Context: an optimization exercise on an open-source flow, tuned for small area and a short achievable clock period. The choices shown serve that exercise and are no tape-out recipe.
The RTL was checked by simulation tests, not by an equivalence proof against the original design.
No activity file was given, so power comes from the tool's default toggle rates.

Setup of build 22:
==> flow/design.v (excerpt) <==
module computation_module(clk, rst, a_1, a_2, a_3, b_1, b_2, b_3, P1_en, P2_en, mux_reset, c_sel, sel_m, out);
  input clk, rst;
  input [7:0] a_1, a_2, a_3;
  input [7:0] b_1, b_2, b_3;
  input [1:0] sel_m;
  input mux_reset, P1_en;
  input [2:0] c_sel;
  input [1:0] P2_en;
  output reg [7:0] out;
  wire e_s = sel_m == 2'b01, e_3 = sel_m == 2'b10, e_2 = sel_m == 2'b11;
  reg [1:0] sd1, sd2, sd3;
  reg [7:0] X11, X12, X13, X21, X22, X23, X31, X32;
  reg [7:0] B11, B12, B13, B21, B22, B23, B31, B32, B33;
  reg [7:0] D11, D12, D21, D22;
  reg [7:0] PP21, PP22, PP23;
  reg [7:0] Rs, Q, Vs, Vc;
  reg [7:0] c0, c1, c2, c3, T;
  wire g3_1 = sd1 == 2'b10, g2_1 = sd1 == 2'b11;
  wire g3_2 = sd2 == 2'b10, g2_2 = sd2 == 2'b11;
  wire g3_3 = sd3 == 2'b10;
  wire [7:0] BB11 = g3_1 ? B11 : g2_1 ? D11 : 8'd0;
  wire [7:0] BB12 = g3_2 ? B12 : g2_2 ? D12 : 8'd0;
  wire [7:0] BB13 = g3_3 ? B13 : 8'd0;
  wire [7:0] BB21 = g3_1 ? B21 : g2_1 ? D21 : 8'd0;
  wire [7:0] BB22 = g3_2 ? B22 : g2_2 ? D22 : 8'd0;
  wire [7:0] BB23 = g3_3 ? B23 : 8'd0;
  wire [7:0] M11, M12, M13, M21s, M21c, M22s, M22c, M23s, M23c;
  mul8 u_m11(X11, BB11, M11);
  mul8 u_m12(X12, BB12, M12);
  mul8 u_m13(X13, BB13, M13);
  mul8cs u_m21(X21, BB21, M21s, M21c);
  mul8cs u_m22(X22, BB22, M22s, M22c);
  mul8cs u_m23(X23, BB23, M23s, M23c);
  wire [7:0] P3_21 = sd2[0] ? 8'd0 : PP21, P2_21 = sd2[0] ? PP21 : 8'd0;
  wire [7:0] P3_22 = sd3[0] ? 8'd0 : PP22, P2_22 = sd3[0] ? PP22 : 8'd0;
  wire [7:0] M3_21s = sd1[0] ? 8'd0 : M21s, M2_21s = sd1[0] ? M21s : 8'd0;
  wire [7:0] M3_21c = sd1[0] ? 8'd0 : M21c, M2_21c = sd1[0] ? M21c : 8'd0;
  wire [7:0] M3_22s = sd2[0] ? 8'd0 : M22s, M2_22s = sd2[0] ? M22s : 8'd0;
  wire [7:0] M3_22c = sd2[0] ? 8'd0 : M22c, M2_22c = sd2[0] ? M22c : 8'd0;
  wire [7:0] Qn, Ss, Sc;
  sum9 u_q(P3_21, P3_22, PP23, M3_21s, M3_21c, M3_22s, M3_22c, M23s, M23c, Qn);
  red6 u_s(P2_21, P2_22, M2_21s, M2_21c, M2_22s, M2_22c, Ss, Sc);
  wire [7:0] Bn31 = P1_en ? B21 : B31;
  wire [7:0] Bn32 = P1_en ? B22 : B32;
  ...
Size in the first run: about 67 I/O pins.
Settings: LEC_CHECK=0, CAP_MARGIN=20, CORE_MARGIN=2, CORE_UTILIZATION=40, SETUP_SLACK_MARGIN=5, SLEW_MARGIN=20, SYNTH_HIERARCHICAL=1; clock period 11.0 ns.
standard.sh (not shown) runs the stock make flow with config.mk's settings and CLKGATE_MAP_FILE= SYNTH_SCRIPT=/design/flow/synth_recipe.tcl, a recipe that flattens the netlist after the stock synthesis.
==> flow/flow/run.sh <==
#!/bin/bash
set -euo pipefail
cd "$(dirname "$0")/.."
bash standard.sh ADDER_MAP_FILE= "BUFFER_PORTS_ARGS=-buffer_cell sky130_fd_sc_hd__buf_4" finish > standard_flow.log 2>&1
Build 22 reached the final stage; the timing, DRC and antenna checks on its layout passed.
> inputs changed (build 22 -> build 68)
- swapping 40 for 60 in CORE_UTILIZATION
Notes after the runs:
Timing, DRC, antenna: 0 failures across build 68 and build 22
Compared with build 22, in build 68 length of routed met2 wiring shrank by about 5%, clock share of power decreased by 1.3 points relative to the old numbers, clock network area share now smaller, worst setup slack about even.
Changes in build 65 relative to build 68:
- SYNTH_HIERARCHICAL no longer set, was 1
- ABC_AREA now 1, previously not set
- SETUP_SLACK_MARGIN no longer set, was 5
==> flow/flow/run.sh <==
#!/bin/bash
set -euo pipefail
cd "$(dirname "$0")/.."
bash standard.sh ADDER_MAP_FILE= SETUP_SLACK_MARGIN=5.6 "BUFFER_PORTS_ARGS=-buffer_cell sky130_fd_sc_hd__buf_4" finish > standard_flow.log 2>&1
Results
In build 65, the number of sequential cells in the layout came out about 1.1% below the value in build 68.
Changes observed in build 65 relative to build 68: non-clock buffer count increased by about 18% relative to the old numbers, synthesized area divided by synthesized cell count down 35%, number of violations reported at the end of detailed-routing iteration 0 has increased, synthesized cell count rose 44%.
Build 65 completed every stage of the flow, and the final layout passed the timing, DRC and antenna checks.

afterwards: timing with drivers on the ports:
Ports are ideal in the flow. The routed layouts listed here were re-timed in OpenROAD.
Step 1, drivers: a clkbuf_16 drives clk and a buf_2 each remaining input, both assumed.
Step 2 moves the port delays by t, midway between the first and last clock arrival at a register: inputs arrive t later, outputs are due t later. That takes back most of the time a late clock gives input paths.
Slacks: ideal / step 1 / step 2; pairs: ideal / step 1.
run	t (ns)	slack for setup (ns)	pins driven straight from the clock port
build 22	0.608	5.299 / 5.299 / 4.776	1
build 68	0.619	5.299 / 5.299 / 4.719	1
build 65	0.635	5.571 / 5.512 / 5.287	1
After both steps setup and hold are still met in every run listed. The setup slack of build 68, which loses most, moves by 0.000 ns with the drivers and by -0.580 ns with both steps.
